From an optimization exercise on the open Yosys and OpenROAD flow, aimed at small area; shortcuts taken in it are not production practice.
The RTL was checked by simulation tests, not by an equivalence proof against the original design.
Power is estimated from default activity; no workload was simulated.

File: flow/run.sh
#!/bin/bash
# synth_recipe.tcl (not shown) runs the flow's synth.tcl, then flattens the netlist and writes it again
# the make line also repeats each setting of config.mk as NAME=value (left out here)
make -C /OpenROAD-flow-scripts/flow DESIGN_CONFIG=/design/flow/config.mk WORK_HOME=/design/flow/orfs CLKGATE_MAP_FILE= SYNTH_SCRIPT=/design/flow/synth_recipe.tcl finish
File: flow/config.mk
export PLATFORM = sky130hd
export DESIGN_NAME = lcd
export DESIGN_NICKNAME = lcd
export VERILOG_FILES = /design/flow/design.v
export SDC_FILE = /design/flow/constraint.sdc
export NUM_CORES = 4
export LEC_CHECK = 0
export CAP_MARGIN = 20
export CORE_MARGIN = 2
export CORE_UTILIZATION = 40
export PLACE_DENSITY = 0.6
export SLEW_MARGIN = 20
File: flow/constraint.sdc
create_clock -name core_clock -period 10.0 [get_ports {clk}]
set_input_delay 2.0000 -clock core_clock [delete_from_list [all_inputs] [get_ports {clk}]]
set_output_delay 2.0000 -clock core_clock [all_outputs]
set_load 0.01 [all_outputs]
File: flow/design.v
`timescale 1ns / 1ps
module piano(clk,reset,song_sel,led,speakers,light_9,mode,a, b, push);
parameter DIV8 = 2048;
parameter PRE_MAX = 0;
input a, b, push;
reg qa, qb;
reg qa_dly;
reg rot_event;
reg rot_left;
input clk;
input reset;
input song_sel;
output [6:0]led;
input mode;
reg speaker;
output speakers;
output [7:0]light_9;
reg[7:0] lcd_9;
reg [31:0]p;
reg clk_8Hz;
wire tick_8Hz = (p==DIV8-1) && !clk_8Hz;    
always@(posedge clk)
	begin
		if(reset)
		begin clk_8Hz<=1'b0;
			p<=0;
		end
		else if(p==DIV8-1)
		begin clk_8Hz<=~clk_8Hz;
			p<=0;
			end
		else p<=p+1;
	end
reg[2:0] code;
reg[6:0] led;
reg[4:0] note;
reg [1069:0]buf_music1;
		reg [639:0]buf_music2;
		parameter s0=1'b0,s1=1'b1;
		reg state1,state2;
		reg [9:0]cnt;
localparam [1069:0] music1={{2'b01,3'd7},{2'b01,3'd7},{2'b01,3'd6},{2'b01,3'd6},{2'b01,3'd7},{2'b01,3'd7},
{2'b01,3'd5},{2'b01,3'd5},{2'b01,3'd5},{2'b01,3'd6},{2'b01,3'd4},{2'b01,3'd4},{2'b01,3'd3},{2'b01,3'd3},
{2'b01,3'd2},{2'b01,3'd3},{2'b01,3'd4},{2'b01,3'd3},{2'b01,3'd5},{2'b01,3'd5},{2'b01,3'd5},{2'b01,3'd3},
{2'b01,3'd2},{2'b01,3'd3},{2'b01,3'd5},{2'b01,3'd2},{2'b01,3'd3},{2'b01,3'd4},{2'b01,3'd3},{2'b01,3'd2},
{2'b01,3'd1},{2'b01,3'd1},{2'b01,3'd1},{2'b01,3'd1},{2'b01,3'd1},{2'b01,3'd1},{2'b01,3'd5},{2'b01,3'd5},
{2'b00,3'd7},{2'b00,3'd7},{2'b01,3'd2},{2'b01,3'd2},{2'b00,3'd6},{2'b00,3'd6},{2'b01,3'd1},{2'b01,3'd1},
{2'b00,3'd5},{2'b00,3'd5},{2'b00,3'd5},{2'b00,3'd5},{2'b00,3'd5},{2'b00,3'd5},{2'b00,3'd6},{2'b01,3'd1},
{2'b00,3'd5},{2'b00,3'd5},{2'b00,3'd5},{2'b00,3'd5},{2'b00,3'd5},{2'b00,3'd5},{2'b00,3'd5},{2'b00,3'd5},
{2'b00,3'd3},{2'b00,3'd3},{2'b00,3'd3},{2'b00,3'd3},{2'b00,3'd5},{2'b00,3'd5},{2'b00,3'd5},{2'b00,3'd6},
{2'b01,3'd1},{2'b01,3'd1},{2'b01,3'd1},{2'b01,3'd2},{2'b00,3'd6},{2'b01,3'd1},{2'b00,3'd5},{2'b00,3'd5},
{2'b01,3'd5},{2'b01,3'd5},{2'b01,3'd5},{2'b10,3'd1},{2'b01,3'd6},{2'b01,3'd5},{2'b01,3'd3},{2'b01,3'd5},
{2'b01,3'd2},{2'b01,3'd2},{2'b01,3'd2},{2'b01,3'd2},{2'b01,3'd2},{2'b01,3'd2},{2'b01,3'd2},{2'b01,3'd2},
{2'b01,3'd2},{2'b01,3'd2},{2'b01,3'd2},{2'b01,3'd3},{2'b00,3'd7},{2'b00,3'd7},{2'b00,3'd6},{2'b00,3'd6},
{2'b00,3'd5},{2'b00,3'd5},{2'b00,3'd5},{2'b00,3'd6},{2'b01,3'd1},{2'b01,3'd1},{2'b01,3'd2},{2'b01,3'd2},		
{2'b00,3'd3},{2'b00,3'd3},{2'b01,3'd1},{2'b01,3'd1},{2'b00,3'd6},{2'b00,3'd5},{2'b00,3'd6},{2'b01,3'd1},
{2'b00,3'd5},{2'b00,3'd5},{2'b00,3'd5},{2'b00,3'd5},{2'b00,3'd5},{2'b00,3'd5},{2'b00,3'd5},{2'b00,3'd5},	
{2'b01,3'd3},{2'b01,3'd3},{2'b01,3'd3},{2'b01,3'd5},{2'b00,3'd7},{2'b00,3'd7},{2'b01,3'd2},{2'b01,3'd2},
{2'b00,3'd6},{2'b01,3'd1},{2'b00,3'd5},{2'b00,3'd5},{2'b00,3'd5},{2'b00,3'd5},{2'b00,3'd5},{2'b00,3'd5},
{2'b00,3'd3},{2'b00,3'd5},{2'b00,3'd5},{2'b00,3'd3},{2'b00,3'd5},{2'b00,3'd6},{2'b00,3'd7},{2'b01,3'd2},	
{2'b00,3'd6},{2'b00,3'd6},{2'b00,3'd6},{2'b00,3'd6},{2'b00,3'd6},{2'b00,3'd6},{2'b00,3'd5},{2'b00,3'd6},	
{2'b01,3'd1},{2'b01,3'd1},{2'b01,3'd1},{2'b01,3'd2},{2'b01,3'd5},{2'b01,3'd5},{2'b01,3'd3},{2'b01,3'd3},	
{2'b01,3'd2},{2'b01,3'd2},{2'b01,3'd3},{2'b01,3'd2},{2'b01,3'd1},{2'b01,3'd1},{2'b00,3'd6},{2'b00,3'd5},
{2'b00,3'd3},{2'b00,3'd3},{2'b00,3'd3},{2'b00,3'd3},{2'b01,3'd1},{2'b01,3'd1},{2'b01,3'd1},{2'b01,3'd1},	
{2'b00,3'd6},{2'b01,3'd1},{2'b00,3'd6},{2'b00,3'd5},{2'b00,3'd3},{2'b00,3'd5},{2'b00,3'd6},{2'b01,3'd1},	
{2'b00,3'd5},{2'b00,3'd5},{2'b00,3'd5},{2'b00,3'd5},{2'b00,3'd5},{2'b00,3'd5},{2'b01,3'd3},{2'b01,3'd5},
{2'b01,3'd2},{2'b01,3'd3},{2'b01,3'd2},{2'b01,3'd1},{2'b00,3'd7},{2'b00,3'd7},{2'b00,3'd6},{2'b00,3'd6},
{2'b00,3'd5},{2'b00,3'd5},{2'b00,3'd5},{2'b00,3'd5},{2'b00,3'd5},{2'b00,3'd5},{2'b00,3'd5},{2'b00,3'd5}};
localparam [639:0] music2={{2'd1,3'd1},{2'd1,3'd1},{2'd1,3'd1},{2'd1,3'd1},
{2'd1,3'd2},{2'd1,3'd2},{2'd1,3'd2},{2'd1,3'd2},
{2'd1,3'd3},{2'd1,3'd3},{2'd1,3'd3},{2'd1,3'd3},
{2'd1,3'd1},{2'd1,3'd1},{2'd1,3'd1},{2'd1,3'd1},
{2'd1,3'd1},{2'd1,3'd1},{2'd1,3'd1},{2'd1,3'd1},	
{2'd1,3'd2},{2'd1,3'd2},{2'd1,3'd2},{2'd1,3'd2},
{2'd1,3'd3},{2'd1,3'd3},{2'd1,3'd3},{2'd1,3'd3},
{2'd1,3'd1},{2'd1,3'd1},{2'd1,3'd1},{2'd1,3'd1},
{2'd1,3'd3},{2'd1,3'd3},{2'd1,3'd3},{2'd1,3'd3},
{2'd1,3'd4},{2'd1,3'd4},{2'd1,3'd4},{2'd1,3'd4},
{2'd1,3'd5},{2'd1,3'd5},{2'd1,3'd5},{2'd1,3'd5},
{2'd1,3'd5},{2'd1,3'd5},{2'd1,3'd5},{2'd1,3'd5},
{2'd1,3'd3},{2'd1,3'd3},{2'd1,3'd3},{2'd1,3'd3},
{2'd1,3'd4},{2'd1,3'd4},{2'd1,3'd4},{2'd1,3'd4},
{2'd1,3'd5},{2'd1,3'd5},{2'd1,3'd5},{2'd1,3'd5},
{2'd1,3'd5},{2'd1,3'd5},{2'd1,3'd5},{2'd1,3'd6},
{2'd1,3'd5},{2'd1,3'd5},{2'd1,3'd5},{2'd1,3'd4},
{2'd1,3'd3},{2'd1,3'd3},{2'd1,3'd3},{2'd1,3'd3},
{2'd1,3'd1},{2'd1,3'd1},{2'd1,3'd1},{2'd1,3'd1},
{2'd1,3'd5},{2'd1,3'd5},{2'd1,3'd5},{2'd1,3'd6},
{2'd1,3'd5},{2'd1,3'd5},{2'd1,3'd5},{2'd1,3'd4},
{2'd1,3'd3},{2'd1,3'd3},{2'd1,3'd3},{2'd1,3'd3},
{2'd1,3'd1},{2'd1,3'd1},{2'd1,3'd1},{2'd1,3'd1},
{2'd1,3'd1},{2'd1,3'd1},{2'd1,3'd1},{2'd1,3'd1},
{2'd1,3'd5},{2'd1,3'd5},{2'd1,3'd5},{2'd1,3'd5},
{2'd1,3'd1},{2'd1,3'd1},{2'd1,3'd1},{2'd1,3'd1},
{2'd1,3'd1},{2'd1,3'd1},{2'd1,3'd1},{2'd1,3'd1},
{2'd1,3'd5},{2'd1,3'd5},{2'd1,3'd5},{2'd1,3'd5},
{2'd1,3'd1},{2'd1,3'd1},{2'd1,3'd1},{2'd1,3'd1}};
always @(posedge clk)
begin
if(reset)
	begin
		qa <= 0;
		qb <= 0;
	end
else
case ({a,b})
	2'b00:
		begin
			qa <= 0;
			qb <= qb;
		end
	2'b11:
		begin
			qa <= 1;
			qb <= qb;
		end
	2'b01:
		begin
			qa <= qa;
			qb <= 1;
		end
	2'b10:
		begin
			qa <= qa;
			qb <= 0;
		end
	default:
		begin
			qa <= qa;
			qb <= qb;
		end
endcase
end
always @(posedge clk)
begin
	if(reset)
		begin
			qa_dly <= 0;
			rot_event <= 0;
			rot_left <= 0;
		end
	else
	begin
	qa_dly <= qa;
	if ((qa_dly == 0) && (qa == 1))
		begin
			rot_event <= 1;
			rot_left <= qb;
		end
	else
		begin
			rot_event <= 0;
			rot_left <= rot_left;
		end
	end
end
reg [31:0]flag;
reg [31:0]flags;
always @(posedge clk)
begin
		if(reset)
			begin
			flag<=0;
			flags<=0;
			end
		else
		begin
			if (rot_event==1&&rot_left==1)
				begin
			flag<=flag-1;
				end
			else if(rot_event==1&&rot_left==0)
				begin
			flag<=flag+1;
				end
			if(push)
			flags<=flag;
		end
end
always @(posedge clk)
	begin
		if(reset)
			begin
				buf_music1<=0;
				buf_music2<=0;
				state1<=s0;
				state2<=s0;
				cnt<=0;
				note<=0;
				code<=0;
				led<=0;
			end
		else if(tick_8Hz)
		begin
		if(song_sel)
			begin
						case(state1)
								s0:begin
										buf_music1[1069:0]<=music1;
										state1<=s1;
										cnt<=0;
									end
								s1:if(cnt==(1070/5-1))
											begin
											cnt<=0;
											state1<=s0;
											end
									else
											begin
											cnt<=cnt+1;
											buf_music1[1069:0]<=buf_music1[1069:0]<<5;
											end
								default:state1<=s0;
						endcase
							note<=buf_music1[1067:1065]+7*buf_music1[1069:1068];
							code<=buf_music1[1067:1065];
							led<=(buf_music1[1067:1065]==3'b001)?7'b0000001:((buf_music1[1067:1065]==3'b010)?7'b0000010:((buf_music1[1067:1065]==3'b011)?7'b0000100:((buf_music1[1067:1065]==3'b100)?7'b0001000:((buf_music1[1067:1065]==3'b101)?7'b0010000:((buf_music1[1067:1065]==3'b110)?7'b0100000:((buf_music1[1067:1065]==3'b111)?7'b1000000:7'b1111111))))));
				end
		else
				begin
					case(state2)
						s0:
								begin
								buf_music2[639:0]<=music2;
								state2<=s1;cnt<=0;
								end
						s1:
								if(cnt==(640/5-1))
								begin cnt<=0;state2<=s0;
								end
								else
								begin cnt<=cnt+1;
								buf_music2[639:0]<=buf_music2[639:0]<<5;
								end
								default:state2<=s0;
				    endcase
					note<=buf_music2[637:635]+7*buf_music2[639:638];
					code<=buf_music2[637:635];
					led<=(buf_music2[637:635]==3'b001)?7'b0000001:((buf_music2[637:635]==3'b010)?7'b0000010:((buf_music2[637:635]==3'b011)?7'b0000100:((buf_music2[637:635]==3'b100)?7'b0001000:((buf_music2[637:635]==3'b101)?7'b0010000:((buf_music2[637:635]==3'b110)?7'b0100000:((buf_music2[637:635]==3'b111)?7'b1000000:7'b1111111))))));
					end
		end
	end
reg[10:0]Tone;
parameter pre_divf={11'b11111111111,11'd137,11'd345,11'd531,11'd616,11'd773,11'd912,11'd1036,11'd1092,11'd1197,11'd1290,11'd1332,11'd1410,11'd1480,11'd1542,11'd1570,11'd1622,11'd1668,11'd1690,11'd1728,11'd1764,11'd1795};
reg[241:0]pre_divf_buf;
task ascll;
input[3:0]ascll_in;
output[7:0]ascll_out;
		begin
			case(ascll_in)
			4'b0000: ascll_out=8'b00110000;
			4'b0001: ascll_out=8'b00110001;
			4'b0010: ascll_out=8'b00110010;
			4'b0011: ascll_out=8'b00110011;
			4'b0100: ascll_out=8'b00110100;
			4'b0101: ascll_out=8'b00110101;
			4'b0110: ascll_out=8'b00110110;
			4'b0111: ascll_out=8'b00110111;
			4'b1000: ascll_out=8'b00111000;
			4'b1001: ascll_out=8'b00111001;
			default: ascll_out=8'b0010000;
			endcase
		end
endtask
always@(*)
	begin
	if(mode)
		ascll({1'b0,code},lcd_9);
	else
		ascll(flag[3:0],lcd_9);
	end
assign light_9=lcd_9;
always@(*)
	begin
			if(mode)
			begin
				pre_divf_buf=pre_divf;
				pre_divf_buf=pre_divf_buf<<(note*11);
				Tone=pre_divf_buf[241:231];
			end
			else
			begin
			pre_divf_buf=pre_divf;
				pre_divf_buf=pre_divf_buf<<(flag*11);
				Tone=pre_divf_buf[241:231];
				end
  end
reg PreCLK,FullSpkS;
reg [6:0]count;
always @(posedge clk)
	begin
		if(reset)
			begin
			count<=0;
			end
		else if(count>PRE_MAX)
			begin
			count<=0;
			end
		else
			count<=count+1;
	end
wire tick_pre = (count>PRE_MAX);    
reg [10:0]Count11;
always@(posedge clk)
	begin
		if(reset)
			begin
			Count11<=0;
			FullSpkS<=0;
			speaker<=0;
			end
		else if(tick_pre)
		begin
		if(Count11==11'h7FF)
			begin
			Count11<=Tone;
			FullSpkS<=1;
			if(!FullSpkS) speaker<=~speaker;    
			end
		else
			begin
			Count11<=Count11+1;
			FullSpkS<=0;
			end
		end
	end
assign speakers=speaker;
endmodule
`timescale 1ns / 1ps
module VGA(clk,rst2,hsync,vsync,vga_r,vga_g,vga_b,a, b);
input a,b;
 input clk;     
 input rst2;  
output hsync;  
output vsync;
output vga_r; 
output vga_g;
output vga_b;
reg [10:0] x_cnt; 
reg [9:0] y_cnt;  
wire [10:0]xpos;  
wire [9:0]ypos;  
reg hsync_r,vsync_r;           
wire valid;
wire black10,black11,black12,black13,black14,black15,black6,black7,black8,black9,feng10,feng11,feng12,feng13,feng14,feng15,feng16,feng17,feng18,feng19,feng20,feng6,feng7,feng8,feng9,whiteb15,whiteb16,whiteb17,whiteb18,whiteb19,whiteb20,whiteb21,whites11,whites12,whites13,whites14,whites15,whites16,whites17,whites18,whites19,whites20;
wire finger;
reg [2:0]vga_rgb;              
reg [5:0]char1_bit;             
wire [95:0]line0;                 
wire [95:0]line1;                 
wire [95:0]line2;                 
wire [95:0]line3;                 
wire [95:0]line4;                 
wire [95:0]line5;                 
wire [95:0]line6;                 
wire [95:0]line7;                 
wire [95:0]line8;                 
wire [95:0]line9;                 
wire [95:0]line10;                
wire [95:0]line11;                
wire [95:0]line12;                
wire [95:0]line13;                
wire [95:0]line14;                
wire [95:0]line15;                
wire [95:0]line16;                
wire [95:0]line17;                
wire [95:0]line18;                
wire [95:0]line19;                
wire [95:0]line20;                
wire [95:0]line21;                
wire [95:0]line22;                
wire [95:0]line23;                
wire [95:0]line24;                
wire [95:0]line25;                
wire [95:0]line26;                
wire [95:0]line27;                
wire [95:0]line28;                
wire [95:0]line29;                
wire [95:0]line30;                
wire [95:0]line31;                
wire [25:0]cnt;       
reg [25:0]cnt_r;             
wire [3:0]shi1,shi2,fen1,fen2,miao1,miao2; 
always @ (posedge clk or negedge rst2) 
begin
 if(!rst2)
   x_cnt<=0;
 else if(x_cnt==1039)   
   x_cnt<=0;
 else 
   x_cnt<=x_cnt+1'b1;
end
always @ (posedge clk or negedge rst2)
begin
  if(!rst2)
    y_cnt<=0;
  else if(y_cnt==665)   
    y_cnt<=0;
  else if(x_cnt==1039)
    y_cnt<=y_cnt+1'b1;
end
always @ (posedge clk or negedge rst2)
begin
  if(!rst2)
    hsync_r<=1;
  else if(x_cnt==0)  
    hsync_r<=0;
  else if(x_cnt==120)      
    hsync_r<=1;
end
always @ (posedge clk or negedge rst2)
begin
  if(!rst2)
    vsync_r<=1;
  else if(y_cnt==0) 
    vsync_r<=0;
  else if(y_cnt==6)        
    vsync_r<=1;
end 
assign hsync=hsync_r;     
assign vsync=vsync_r;  
assign valid = (x_cnt>=0) && (x_cnt<1039) && (y_cnt>=31) && (y_cnt<631);
assign xpos = x_cnt - 11'd0;
assign ypos = y_cnt - 10'd31;
always @ (posedge clk or negedge rst2)
begin
  if(!rst2)
    cnt_r<=0;
  else if(cnt_r==49_999_999)
    cnt_r<=0;
  else 
    cnt_r<=cnt_r+1'b1;
 end
 assign cnt=cnt_r;
always @ (posedge clk or negedge rst2)
begin
  if(!rst2)
    char1_bit<=6'h3f;
  else if(xpos==380)
    char1_bit<=95;
  else if(xpos>=380&&xpos<476)
    char1_bit<=char1_bit-1'b1;
end
reg [31:0]xl,xh;
assign finger = ( (xpos>=xl) && (xpos<=xh) ) && ( (ypos>=225) && (ypos<=250) );
reg qa, qb;
reg qa_dly;
reg rot_event;
reg rot_left;
always @(posedge clk or negedge rst2)
begin
if(!rst2)
	begin
		qa <= 0;
		qb <= 0;
	end
else
case ({a,b})
	2'b00:
		begin
			qa <= 0;
			qb <= qb;
		end
	2'b11:
		begin
			qa <= 1;
			qb <= qb;
		end
	2'b01:
		begin
			qa <= qa;
			qb <= 1;
		end
	2'b10:
		begin
			qa <= qa;
			qb <= 0;
		end
	default:
		begin
			qa <= qa;
			qb <= qb;
		end
endcase
end
always @(posedge clk or negedge rst2)
begin
	if(!rst2)
		begin
			qa_dly <= 0;
			rot_event <= 0;
			rot_left <= 0;
		end
	else
	begin
	qa_dly <= qa;
	if ((qa_dly == 0) && (qa == 1))
		begin
			rot_event <= 1;
			rot_left <= qb;
		end
	else
		begin
			rot_event <= 0;
			rot_left <= rot_left;
		end
	end
end
always @(posedge clk or negedge rst2)
begin
			if(!rst2)
				begin
			xl<=200;xh<=220;
				end
			else if (rot_event==1&&rot_left==1)
				begin
			xl<=xl-11'd25;xh<=xh-11'd25;
				end
			else if(rot_event==1&&rot_left==0)
				begin
			xl<=xl+11'd25;xh<=xh+11'd25;
				end
end
wire black1,black2,black3,black4,black5;
wire whiteb1,whiteb2,whiteb3,whiteb4,whiteb5,whiteb6,whiteb7,whiteb8,whiteb9,whiteb10,whiteb11,whiteb12,whiteb13,whiteb14;
wire whites1,whites2,whites3,whites4,whites5,whites6,whites7,whites8,whites9,whites10;
wire feng1,feng2,feng3,feng4,feng5;
wire lines1,lines2,lines3,lines4,lines5;
wire points1;
assign black1 = ( (xpos>=220) && (xpos<=225) ) && ( (ypos>=100) && (ypos<=150) );
assign black2 = ( (xpos>=245) && (xpos<=250) ) && ( (ypos>=100) && (ypos<=150) );
assign black3 = ( (xpos>=290) && (xpos<=295) ) && ( (ypos>=100) && (ypos<=150) );
assign black4 = ( (xpos>=315) && (xpos<=320) ) && ( (ypos>=100) && (ypos<=150) );
assign black5 = ( (xpos>=340) && (xpos<=345) ) && ( (ypos>=100) && (ypos<=150) );
assign black6 = ( (xpos>=360) && (xpos<=365) ) && ( (ypos>=100) && (ypos<=150) );
assign black7 = ( (xpos>=405) && (xpos<=410) ) && ( (ypos>=100) && (ypos<=150) );
assign black8 = ( (xpos>=430) && (xpos<=435) ) && ( (ypos>=100) && (ypos<=150) );
assign black9 = ( (xpos>=455) && (xpos<=460) ) && ( (ypos>=100) && (ypos<=150) );
assign black10 = ( (xpos>=500) && (xpos<=505) ) && ( (ypos>=100) && (ypos<=150) );
assign black11 = ( (xpos>=525) && (xpos<=530) ) && ( (ypos>=100) && (ypos<=150) );
assign black12 = ( (xpos>=570) && (xpos<=575) ) && ( (ypos>=100) && (ypos<=150) );
assign black13 = ( (xpos>=595) && (xpos<=600) ) && ( (ypos>=100) && (ypos<=150) );
assign black14 = ( (xpos>=620) && (xpos<=625) ) && ( (ypos>=100) && (ypos<=150) );
assign black15 = ( (xpos>=665) && (xpos<=670) ) && ( (ypos>=100) && (ypos<=150) );
assign whiteb1 = ( (xpos>=200) && (xpos<=220) ) && ( (ypos>=100) && (ypos<=200) );
assign whiteb2 = ( (xpos>=225) && (xpos<=245) ) && ( (ypos>=100) && (ypos<=200) );
assign whiteb3 = ( (xpos>=250) && (xpos<=270) ) && ( (ypos>=100) && (ypos<=200) );
assign whiteb4 = ( (xpos>=275) && (xpos<=295) ) && ( (ypos>=100) && (ypos<=200) );
assign whiteb5 = ( (xpos>=300) && (xpos<=320) ) && ( (ypos>=100) && (ypos<=200) );
assign whiteb6 = ( (xpos>=325) && (xpos<=345) ) && ( (ypos>=100) && (ypos<=200) );
assign whiteb7 = ( (xpos>=350) && (xpos<=370) ) && ( (ypos>=100) && (ypos<=200) );
assign whiteb8 = ( (xpos>=375) && (xpos<=395) ) && ( (ypos>=100) && (ypos<=200) );
assign whiteb9 = ( (xpos>=400) && (xpos<=420) ) && ( (ypos>=100) && (ypos<=200) );
assign whiteb10 = ( (xpos>=425) && (xpos<=445) ) && ( (ypos>=100) && (ypos<=200) );
assign whiteb11 = ( (xpos>=450) && (xpos<=470) ) && ( (ypos>=100) && (ypos<=200) );
assign whiteb12 = ( (xpos>=475) && (xpos<=495) ) && ( (ypos>=100) && (ypos<=200) );
assign whiteb13 = ( (xpos>=500) && (xpos<=520) ) && ( (ypos>=100) && (ypos<=200) );
assign whiteb14 = ( (xpos>=525) && (xpos<=545) ) && ( (ypos>=100) && (ypos<=200) );
assign whiteb15 = ( (xpos>=550) && (xpos<=570) ) && ( (ypos>=100) && (ypos<=200) );
assign whiteb16 = ( (xpos>=575) && (xpos<=595) ) && ( (ypos>=100) && (ypos<=200) );
assign whiteb17 = ( (xpos>=600) && (xpos<=620) ) && ( (ypos>=100) && (ypos<=200) );
assign whiteb18 = ( (xpos>=625) && (xpos<=645) ) && ( (ypos>=100) && (ypos<=200) );
assign whiteb19 = ( (xpos>=650) && (xpos<=670) ) && ( (ypos>=100) && (ypos<=200) );
assign whiteb20 = ( (xpos>=675) && (xpos<=695) ) && ( (ypos>=100) && (ypos<=200) );
assign whiteb21 = ( (xpos>=700) && (xpos<=720) ) && ( (ypos>=100) && (ypos<=200) );
assign whites1 = ( (xpos>=220) && (xpos<=222) ) && ( (ypos>=150) && (ypos<=200) );
assign whites2 = ( (xpos>=223) && (xpos<=225) ) && ( (ypos>=150) && (ypos<=200) );
assign whites3 = ( (xpos>=245) && (xpos<=247) ) && ( (ypos>=150) && (ypos<=200) );
assign whites4 = ( (xpos>=248) && (xpos<=250) ) && ( (ypos>=150) && (ypos<=200) );
assign whites5 = ( (xpos>=270) && (xpos<=272) ) && ( (ypos>=150) && (ypos<=200) );
assign whites6 = ( (xpos>=273) && (xpos<=275) ) && ( (ypos>=150) && (ypos<=200) );
assign whites7 = ( (xpos>=295) && (xpos<=297) ) && ( (ypos>=150) && (ypos<=200) );
assign whites8 = ( (xpos>=298) && (xpos<=300) ) && ( (ypos>=150) && (ypos<=200) );
assign whites9 = ( (xpos>=320) && (xpos<=322) ) && ( (ypos>=150) && (ypos<=200) );
assign whites10 = ( (xpos>=323) && (xpos<=325) ) && ( (ypos>=150) && (ypos<=200) );
assign whites11 = ( (xpos>=345) && (xpos<=347) ) && ( (ypos>=150) && (ypos<=200) );
assign whites12 = ( (xpos>=348) && (xpos<=350) ) && ( (ypos>=150) && (ypos<=200) );
assign whites13 = ( (xpos>=370) && (xpos<=372) ) && ( (ypos>=150) && (ypos<=200) );
assign whites14 = ( (xpos>=373) && (xpos<=375) ) && ( (ypos>=150) && (ypos<=200) );
assign whites15 = ( (xpos>=395) && (xpos<=397) ) && ( (ypos>=150) && (ypos<=200) );
assign whites16 = ( (xpos>=398) && (xpos<=400) ) && ( (ypos>=150) && (ypos<=200) );
assign whites17 = ( (xpos>=420) && (xpos<=422) ) && ( (ypos>=150) && (ypos<=200) );
assign whites18 = ( (xpos>=423) && (xpos<=425) ) && ( (ypos>=150) && (ypos<=200) );
assign whites19 = ( (xpos>=445) && (xpos<=447) ) && ( (ypos>=150) && (ypos<=200) );
assign whites20 = ( (xpos>=448) && (xpos<=405) ) && ( (ypos>=150) && (ypos<=200) );
assign feng1 = ( (xpos>=222) && (xpos<=223) ) && ( (ypos>=150) && (ypos<=200) );
assign feng2 = ( (xpos>=247) && (xpos<=248) ) && ( (ypos>=150) && (ypos<=200) );
assign feng3 = ( (xpos>=292) && (xpos<=293) ) && ( (ypos>=150) && (ypos<=200) );
assign feng4 = ( (xpos>=317) && (xpos<=318) ) && ( (ypos>=150) && (ypos<=200) );
assign feng5 = ( (xpos>=342) && (xpos<=343) ) && ( (ypos>=150) && (ypos<=200) );
assign feng6 = ( (xpos>=347) && (xpos<=348) ) && ( (ypos>=150) && (ypos<=200) );
assign feng7 = ( (xpos>=372) && (xpos<=373) ) && ( (ypos>=150) && (ypos<=200) );
assign feng8 = ( (xpos>=397) && (xpos<=398) ) && ( (ypos>=150) && (ypos<=200) );
assign feng9 = ( (xpos>=422) && (xpos<=423) ) && ( (ypos>=150) && (ypos<=200) );
assign feng10 = ( (xpos>=447) && (xpos<=448) ) && ( (ypos>=150) && (ypos<=200) );
assign feng11 = ( (xpos>=472) && (xpos<=473) ) && ( (ypos>=150) && (ypos<=200) );
assign feng12 = ( (xpos>=497) && (xpos<=498) ) && ( (ypos>=150) && (ypos<=200) );
assign feng13 = ( (xpos>=522) && (xpos<=523) ) && ( (ypos>=150) && (ypos<=200) );
assign feng14 = ( (xpos>=547) && (xpos<=548) ) && ( (ypos>=150) && (ypos<=200) );
assign feng15 = ( (xpos>=572) && (xpos<=573) ) && ( (ypos>=150) && (ypos<=200) );
assign feng16 = ( (xpos>=597) && (xpos<=598) ) && ( (ypos>=150) && (ypos<=200) );
assign feng17 = ( (xpos>=622) && (xpos<=623) ) && ( (ypos>=150) && (ypos<=200) );
assign feng18 = ( (xpos>=647) && (xpos<=648) ) && ( (ypos>=150) && (ypos<=200) );
assign feng19 = ( (xpos>=672) && (xpos<=673) ) && ( (ypos>=150) && (ypos<=200) );
assign feng20 = ( (xpos>=702) && (xpos<=703) ) && ( (ypos>=150) && (ypos<=200) );
always @ (posedge clk)
begin
 if(!valid) vga_rgb<=7;
 else 
 begin
     if(black1 | black2 | black3 | black4 | black5|black6 | black7 | black8 | black9 | black10| black11 | black12 | black13 | black14 | black15)
             vga_rgb<=0;
     else if(whiteb1 | whiteb2 | whiteb3 | whiteb4 | whiteb5 | whiteb6 | whiteb7 |whiteb8 | whiteb9 | whiteb10 | whiteb11 | whiteb12 | whiteb13 | whiteb14 | whiteb15 | whiteb16 | whiteb17 | whiteb18 | whiteb19 | whiteb20 | whiteb21)
             vga_rgb<=7;
     else if(whites1 | whites2 | whites3 | whites4 | whites5 | whites6 | whites7 | whites8 | whites9 | whites10 | whites11 
	  | whites12 | whites13 | whites14 | whites15 | whites16 | whites17 | whites18 | whites19 | whites20)
             vga_rgb<=7;
     else if(feng1 | feng2 | feng3 | feng4 | feng5 |feng6 | feng7 | feng8 | feng9 | feng10 |feng11 | feng12 | feng13 | feng14 | feng15 |feng16 | feng17 | feng18 | feng19 | feng20)
             vga_rgb<=0;
				 else if(finger)
				 vga_rgb<=7;
  else
  vga_rgb<=0;
  end
end
assign vga_r = vga_rgb[2];
assign vga_g = vga_rgb[1];
assign vga_b = vga_rgb[0];  
endmodule
`timescale 1ns / 1ps
module lcd( clk, LCD_E,reset,rst2, mode,a,b,push,LCD_RS, LCD_RW, SF_D ,chg,cal,sw_3,hsync,vsync,vga_r,vga_g,vga_b,song_sel,led, speakers);
	 input a,b,push,mode;
	 input clk,reset,rst2;
	 output [6:0]led;
	 output speakers;
    output reg LCD_E; 
    output reg LCD_RS; 
    output reg LCD_RW; 
    output  [11:8] SF_D;
	 input song_sel;
	 input cal,chg,sw_3; 
	 wire[8:0] light_0,light_1,light_2,light_3,light_4,light_5,light_6,light_7,light_8,light_9;
	 output hsync;  
    output vsync;
	 output vga_r;
    output vga_g;
    output vga_b;
	 reg [3:0]sf_d;
	 assign SF_D = sf_d;
	 reg [7:0]dataTran;
	 reg inited;
	 reg dataIn;
	 reg cmd_data;
	 reg dataTranDone;
	 reg dataState; 
	 reg state_change;
	 reg [20:0]cnt;
	 reg [5:0]dspState;
	 reg dspState_change;
	 reg [24:0]dsp_cnt;
	 parameter dspStateA = 6'd0;
	 parameter dspStateB = 6'd1;
	 parameter dspStateC = 6'd2;
	 parameter dspStateD = 6'd3;
	 parameter dspStateE = 6'd4;
	 parameter dspStateF = 6'd5;
	 parameter dspStateG = 6'd6;
	 parameter dspStateD1 = 6'd7;
	 reg [7:0]address;
	 reg [7:0]dataWrite;
	 always@(posedge clk)begin
		dsp_cnt <= dsp_cnt-1;
		if(reset)begin                        
			cmd_data <= 1'b0; 
			dspState <= dspStateA;
			dspState_change <= 1'b1;
			dsp_cnt <= 25'd0;
			dataIn <= 1'b0;
			dataTran <= 8'h00;
			address<=8'hc0;  
			dataWrite <= 8'h41; 
		end
		else if(dsp_cnt==0)dspState_change <=1'b1;
		else if(dspState_change) begin
			case(dspState) 
				dspStateA:begin
								if(dataTranDone)begin
								dataIn <= 1'b1;
								cmd_data <= 0;
								dataTran <= 8'h28; 
								dspState <= dspStateB;
								dspState_change <=1'b0;
								dsp_cnt <= 25'd212;
								end
							end
				dspStateB:begin
								if(dataTranDone)begin
									dataIn <= 1'b1;
									cmd_data <= 1'b0;
									dataTran <= 8'h06;
									dspState_change <=1'b0;
									dspState <= dspStateC;
									dsp_cnt <= 25'd212;
								end
							end
				dspStateC:begin
								if(dataTranDone)begin
									dataIn <=1'b1;
									cmd_data <=1'b0;
									dataTran <= 8'h0c;
									dspState_change <= 1'b0;
									dspState <= dspStateD;
									dsp_cnt <= 25'd212;
								end
							end
				dspStateD:begin
								if(dataTranDone)begin
									dataIn <= 1'b1;
									dsp_cnt <= 25'd212; 
									dspState_change <=1'b0;
									cmd_data <= 1'b0;
									dataTran <= 8'h01;
									dspState <= dspStateD1;
								end
							end
				dspStateD1:begin
								if(dataTranDone)begin
									dataIn <= 1'b0;
									dspState_change <= 1'b0;
									dsp_cnt <= 25'd820; 
									dspState <= dspStateE;
								end
							end
				dspStateE:begin
									dataTran <= address;
									dataIn <= 1'b1;
									cmd_data <=1'b0;
									dspState_change <= 1'b0;
									dspState <= dspStateF;
									dsp_cnt <= 25'd212;
							end
				dspStateF:begin
								if(dataTranDone)begin
									dataIn <= 1'b1;
									cmd_data <= 1'b1;
									dataTran <= dataWrite;
									dspState <= dspStateG;
									dspState_change <= 1'b0;
									dsp_cnt <= 25'd212;
								end
							end
				dspStateG:begin
								if(dataTranDone)begin
									dataIn <= 1'b0;
									dsp_cnt <= 25'h0_0003_ff;
									dspState_change <= 1'b0;
									dspState <= dspStateE;
									if(address < (8'h8f) ) address <= address+1;
									else 	
									begin
									address<=8'hbf;
									if(address < (8'hcf) ) address <= address+1;
									else
									address<=8'h7f;
									end
										if(song_sel)
										begin
										case(address)
									8'hc0:dataWrite<=8'b01001101;     
									8'hc1:dataWrite<=8'b01010101;     
									8'hc2:dataWrite<=8'b01010011;     
									8'hc3:dataWrite<=8'b01001001;     
									8'hc4:dataWrite<=8'b01000011;     
									8'hc5:dataWrite<=8'b00111010;     
									8'hc6:dataWrite<=8'b01001100;     
									8'hc7:dataWrite<=8'b01011010;     
									8'h80:dataWrite<=8'b01000011;     
									8'h81:dataWrite<=8'b01000001;     
									8'h82:dataWrite<=8'b01000010;     
									8'h83:dataWrite<=8'b01011110;     
			               	8'h84:dataWrite<=8'b01011111;     
									8'h85:dataWrite<=8'b01011110;     
									8'h86:dataWrite<=8'b01010111;     
									8'h87:dataWrite<=8'b01101111;     
									8'h88:dataWrite<=8'b01110010;     
									8'h89:dataWrite<=8'b01101100;     
									8'h8a:dataWrite<=8'b01100100;     
									8'h8b:dataWrite<=8'b10110000;
									8'h8c:dataWrite<=light_9;    
								   default:dataWrite<=8'b0010000;
									endcase
									end
									else
									begin
									case(address)
									8'hc0:dataWrite<=8'b01001101;     
									8'hc1:dataWrite<=8'b01010101;     
									8'hc2:dataWrite<=8'b01010011;     
									8'hc3:dataWrite<=8'b01001001;     
									8'hc4:dataWrite<=8'b01000011;     
									8'hc5:dataWrite<=8'b00111010;     
									8'hc6:dataWrite<=8'b01001100;     
									8'hc7:dataWrite<=8'b01011010;     
									8'hc8:dataWrite<=8'b01001100;     
									8'hc9:dataWrite<=8'b01001000;		 
								   8'h80:dataWrite<=8'b01000011;     
									8'h81:dataWrite<=8'b01000001;     
									8'h82:dataWrite<=8'b01000010;     
									8'h83:dataWrite<=8'b01011110;     
			               	8'h84:dataWrite<=8'b01011111;     
									8'h85:dataWrite<=8'b01011110;     
									8'h86:dataWrite<=8'b01010111;     
									8'h87:dataWrite<=8'b01101111;     
									8'h88:dataWrite<=8'b01110010;     
									8'h89:dataWrite<=8'b01101100;     
									8'h8a:dataWrite<=8'b01100100;     
									8'h8b:dataWrite<=8'b10110000;
									8'h8c:dataWrite<=light_9;    
								   default:dataWrite<=8'b0010000;
									endcase
									end
								end
							end
			endcase
		end
	 end
	 parameter initStateA = 6'h0;
	 parameter initStateB = 6'h1;
	 parameter initStateC = 6'h2;
	 parameter initStateD = 6'h3;
	 parameter initStateE = 6'h4;
	 parameter initStateF = 6'h5;
	 parameter initStateG = 6'h6;
	 parameter initStateH = 6'h7;
	 parameter initStateI = 6'h8;
	 parameter initStateDone = 6'h9;
	 parameter dataStateA = 6'd10;
	 parameter dataStateB = 6'd11;
	 parameter dataStateC = 6'd12;
	 parameter dataStateD = 6'd13;
	 parameter dataStateE = 6'd14;
	 parameter dataStateF = 6'd15;
	 reg [5:0]state;
	 always@(posedge clk)begin 
		cnt <= cnt-1;
		if(reset)begin                        
			inited <= 0;
			state_change <= 1;
			cnt <= 0;
			state <= initStateA;
			dataState<=0;
			dataTranDone <=1'b0;
			LCD_E <= 1'b0;
			LCD_RS <= 1'b0;
			LCD_RW <= 1'b0;
			sf_d <= 4'h0;
		end
	else if(cnt==0) state_change <= 1;
		else if(state_change&& !inited) begin
			case(state)
			initStateA:begin 
					cnt <= 20'd7500;  
					state <= initStateB;
					state_change <= 0; 
					end
			initStateB:begin 
					cnt <= 20'd12;
					LCD_E <= 1;
					LCD_RW <= 0;
					sf_d <= 4'h3;
					state <= initStateC;
					state_change <= 0;
					end
			initStateC:begin 
					cnt <=20'd2050;  
					state <= initStateD;
					state_change <= 0;
					end
			initStateD:begin 
					cnt <= 20'd12;
					LCD_E <= 1;
					LCD_RW <= 0;
					sf_d <= 4'h3;
					state <= initStateE;
					state_change <= 0;
					end
			initStateE:begin 
					cnt <=20'd500;  
					state <= initStateF;
					state_change <= 0;
					end
			initStateF:begin 
					cnt <= 20'd12;
					LCD_E <= 1;
					LCD_RW <= 0;
					sf_d <= 4'h3;
					state <= initStateG;
					state_change <= 0;
					end
			initStateG:begin 
					cnt <=20'd200;  
					state <= initStateH;
					state_change <= 0;
					end
			initStateH:begin 
					cnt <= 20'd12;
					LCD_E <= 1'b1;
					LCD_RW <= 1'b0;
					sf_d <= 4'h2;
					state <= initStateI;
					state_change <= 0;
					end
			initStateI:begin 
					cnt <= 20'd200;  
					state <= initStateDone;
					state_change <= 0;
					end
			initStateDone:begin
					inited <= 1;
					state <= dataStateA;
					state_change <= 1'b0;
					cnt <= 20'b1;
					dataTranDone <= 1'b1;
					end
			endcase
		end
		else if(state_change && inited && dataIn)begin
			case(state)
				dataStateA:begin
							dataTranDone <= 1'b0; 
							sf_d <= dataTran[7:4];
							LCD_E <= 1'b0;
							LCD_RW <= 1'b0;
							LCD_RS <= cmd_data;
							cnt <= 20'd3; 
							state <= dataStateB;
							state_change <=1'b0;
							end
				dataStateB:begin
							dataTranDone <= 1'b0;
							cnt <= 20'd12; 
							LCD_E <= 1'b1;  
							LCD_RW <= 1'b0;
							LCD_RS <= cmd_data; 
							state <= dataStateC;
							state_change <= 1'b0;
							end
				dataStateC:begin
							dataTranDone <= 1'b0;
							LCD_E <= 1'b0;
							cnt <= 20'd53; 
							state <= dataStateD;
							cnt <= 20'd1;
							state_change <= 1'b0;
							end
				dataStateD:begin
							dataTranDone <= 1'b0;
							sf_d <= dataTran[3:0];
							LCD_E <= 1'b0;
							LCD_RW <= 1'b0;
							LCD_RS <= cmd_data;
							cnt <= 20'd3; 
							state <= dataStateE;
							state_change <=1'b0;
							cnt <= 20'b1;
							end
				dataStateE:begin
							dataTranDone <= 1'b0;
							cnt <= 20'd12; 
							LCD_E <= 1'b1;
							LCD_RW <= 1'b0;
							LCD_RS <= cmd_data;
							state <= dataStateF;
							state_change <= 1'b0;
							cnt <= 20'd1;
							end
				dataStateF:begin
							LCD_E <= 1'b0;
			 				cnt <= 20'd212; 
							state_change <= 1'b0;
							state <= dataStateA;
							dataTranDone <= 1'b1;
							end
			endcase
		end
	 end
VGA   U2(clk,rst2,hsync,vsync,vga_r,vga_g,vga_b,a, b);
piano U3(clk,reset,song_sel,led,speakers,light_9,mode,a, b, push);
endmodule
==> impl_results.md <==
* Core Region at 0.178 mm2
* Post-route cell area at 0.0789 mm2
* RSZ-0062 raised after global routing: false
* Power Dens Cells at 193 mW/mm2
* Final ANT Viol Nets at 0
* Worst slew pin tran at 1.12 ns
* Synth warn at 4
* R2R setup slack at 4.42 ns
* #FFs+latches synth at 1642
* Cell area after synthesis at 0.0714 mm2
* TritonCTS clock tree: done
* Number of max-cap violations at 0
* Cell Rows at 155
* Root Driver: clkbuf_16
* Sw Share at 0.254
* DRC at 0
* P_int at 11.4 mW
* Post-Syn Area per Cell at 8.55 um2
* Final WS setup at 4.00 ns
* Initial Util at 0.402
* Setup bufs post-CTS at 0
* Combinational share of power at 0.115
* Synth area leaders: dfxtp_1 43%, nor2_1 9.2%, a22oi_1 6.9%
* Die H at 427 um
* Hold WC Path Type: register to register
* Status: timing/DRC/antenna clean
* First-pass GRT wire length at 284000 um
* Cell taking the most area after synthesis: dfxtp_1
* Flop pwr share at 0.458
* Initial antenna violation count at 1
* Number of synthesized flops with an enable pin at 0
* Post-synth ARST share at 0.0560
* Area after DPL at 0.0729 mm2
* Fmax at 167 MHz
* CTS max path bufs at 3
* # hold bufs at CTS at 0
* Critical Path End Type: register
* Primary FF master, synth: dfxtp_1
* Nets at 8223
* H-tree levels at 4
* Latest clock arrival within the worst-skew pair at 0.82 ns
* Final setup violating endpoints at 0
* Vias in the first global route at 55300
* Vias per cell at 5.67
* CTS buffer count at 169
* Layout cells sized above 1 at 0.0578
* Final Hold Violating Endpoints at 0
* Kind of critical path: input pin to register
* Final WL at 171000 um
* Grt total ovfl at 0
* Seq/Total Area, Yosys at 0.467
* Buffers added on ports at 25
* Pre-CTS setup slack at 3.35 ns
* Synth Instances at 8358
* RePlAce Congestion at 0.945
* Yosys top cell area share at 0.434
* Final min period at 6.00 ns
* Detailed-route via count at 59200
* Initial DRC Count at 4965
* Worst-path clk slew at 0.06 ns
* Layout overhead on the synthesized area at 10.4%
* Post-DP HPWL at 102000 um
* Worst slew margin at 0.248
* Final TNS setup at 0 ns
* Worst Path Max Fanout at 36
* Total track usage at 0.183
* Power, Total at 15.3 mW
* Post-CTS sizing at 0
* Static Leak at 29.6 nW
* Clock power frac at 0.427
* Drt wl/cell at 16.4 um
* Worst Hold Slack at 0.373 ns
* Part of the cycle the worst path needs at 0.600
* Post-synth cell types at 96
* Clock skew at 0.0530 ns
* Worst EP required at 10.64 ns
* Largest net degree at the start of global routing at 249
* DR pass1 iterations at 6
* CTS sink count at 1642
* Final Slew Violations at 0
* CP Data Arrival Time at 6.64 ns
* Crit start category: input pin
* NetSw at 3.88 mW
* Die width at 427 um
* VDD IR max at 0.182 mV
* IO Pins at 31
* Total Die Area at 0.182 mm2
==> path summary, 6_finish.rpt <==
kind / from / endpoint / cells after the start
max reg2reg: U3.note[0]$_SDFFE_PP0P_ / U3.Count11[5]$_SDFFE_PP0N_ / 16
max in group asynchronous: rst2 / U2.xh[23]$_DFFE_PN0P_ / 2
min: U2.qa$_DFFE_PN0N_ / U2.qa_dly$_DFF_PN0_ / 0
min in group asynchronous: rst2 / U2.y_cnt[2]$_DFFE_PN0P_ / 1
max: mode / U3.Count11[5]$_SDFFE_PP0N_ / 14
min reg2reg: U2.qa$_DFFE_PN0N_ / U2.qa_dly$_DFF_PN0_ / 0
==> power by group through the flow <==
stage | registers, mW | clock network [mW] | logic, mW
6_report | 6.98 | 6.52 | 1.76
5_1_grt | 7.01 | 7.01 | 1.98
4_1_cts | 6.98 | 6.74 | 1.75
3_5_place_dp | 7.13 | 0 | 1.74
3_3_place_gp | 7.12 | 0 | 1.70
2_1_floorplan | 7.05 | 0 | 1.46
==> critical path, stage by stage <==
cell and delay [ns]:
clkdlybuf4s50_1 0.40, buf_4 0.25, inv_1 0.45, nor2_1 0.13
mux2i_1 0.55, nand2_2 0.28, buf_4 0.37, nor2_1 0.91
a21oi_1 0.06, o21ai_0 0.23, a21oi_1 0.13, a2111oi_0 0.59
or4_1 0.20, a21oi_1 0.06
==> final cells by class <==
class	count	area, um2
diodes	1	2.50
clock buffers	246	4880
clock inverters	63	1030
fillers	17200	99000
inverters	228	856
multi-input cells	5807	34800
flip-flops and latches	1642	33300
well taps	2355	2950
repair buffers	110	1070
==> per-stage QoR <==
| step | instances | util |
|---|---|---|
| CTS | 10400 | 0.443 |
| global placement | 10100 | 0.410 |
| detailed placement | 10100 | 0.410 |
| floorplan | 8362 | - |
| global route | 10500 | 0.444 |
| finish | 10500 | 0.444 |
==> registers in the layout, summed over array words and instances, names as in the netlist, 3 cells and up, named ones only <==
signal / flops
U3.code: 3
U2.x_cnt: 11
U3.buf_music1: 899
U3.flag: 32
U3.note: 5
U3.buf_music2: 436
cnt: 21
U3.p: 32
address: 8
dataWrite: 8
U3.count: 7
sf_d: 4
state: 4
U3.cnt: 10
U2.xl: 32
dspState: 3
U2.xh: 32
U2.y_cnt: 10
U3.Count11: 11
dataTran: 8
dsp_cnt: 25
U3.led: 7
==> cells in the final DEF (no fill, tap or decap), types with 47 or more instances in the layout <==
cell type / n
or3_1: 47
a31oi_1: 47
nor3_1: 121
mux2i_1: 47
nand2b_1: 57
inv_1: 226
nor2_1: 1748
ha_1: 217
dfxtp_1: 1549
nand4_1: 49
xor2_1: 83
a21o_1: 60
buf_4: 72
a21oi_1: 362
o22ai_1: 767
a211oi_1: 61
dfrtp_1: 79
xnor2_1: 112
clkbuf_16: 169
nand3_1: 106
a22oi_1: 652
nand2_1: 320
nor4_1: 51
o21ai_0: 285
==> cells in the mapped netlist (82+ instances only) <==
cell / number
nor2_1: 1748
dfxtp_1: 1550
o22ai_1: 767
a22oi_1: 652
clkbuf_1: 619
a21oi_1: 362
nand2_1: 322
o21ai_0: 285
inv_1: 227
ha_1: 217
nor3_1: 124
xnor2_1: 112
nand3_1: 107
xor2_1: 83
dfrtp_1: 82
==> metal layers <==
layer | part of all wire | vias up | routed length (um) | GRT usage
met4 | 0.032 | 0 | 5460 | 0.0645
met1 | 0.46 | 28200 | 79200 | 0.246
met5 | 0 | - | 0 | 0
li1 | - | 29400 | - | -
met2 | 0.46 | 1342 | 78400 | 0.296
met3 | 0.047 | 367 | 8110 | 0.0300
==> cells by family after synthesis <==
kind of cell	count (synthesis)	synth area share
multiplexers	85	0.0125
AO/OA/AOI/OAI	2568	0.237
XOR/XNOR	196	0.0242
adder cells (fa/ha/maj)	255	0.0485
flip-flops	1642	0.467
buffers and inverters	913	0.0486
AND/OR/NAND/NOR	2698	0.162
other	1	0.0000525

-- what the ideal ports hide --
In the flow no input, the clock included, has a driving cell. The finished layout below was timed again as built, in two steps. Step 1 sets driving cells, clkbuf_16 on the clock port and buf_2 on the other inputs (assumed; they add their load-dependent delay and slew). Step 2 moves the port delays by t, midway between the first and last clock arrival at a register: inputs arrive t later, outputs are due t later. That takes back most of the time a late clock gives input paths. a / b / c = no drivers / after step 1 / after step 2; a / b = the first two.
t (ns): 0.866
slack for setup (ns): 4.005 / 4.033 / 3.167
hold WS [ns]: 0.373 / 0.373 / 0.373
After both steps setup and hold are still met in this run. For this run, drivers alone change the setup slack by +0.028 ns; drivers and shift together by -0.838 ns.
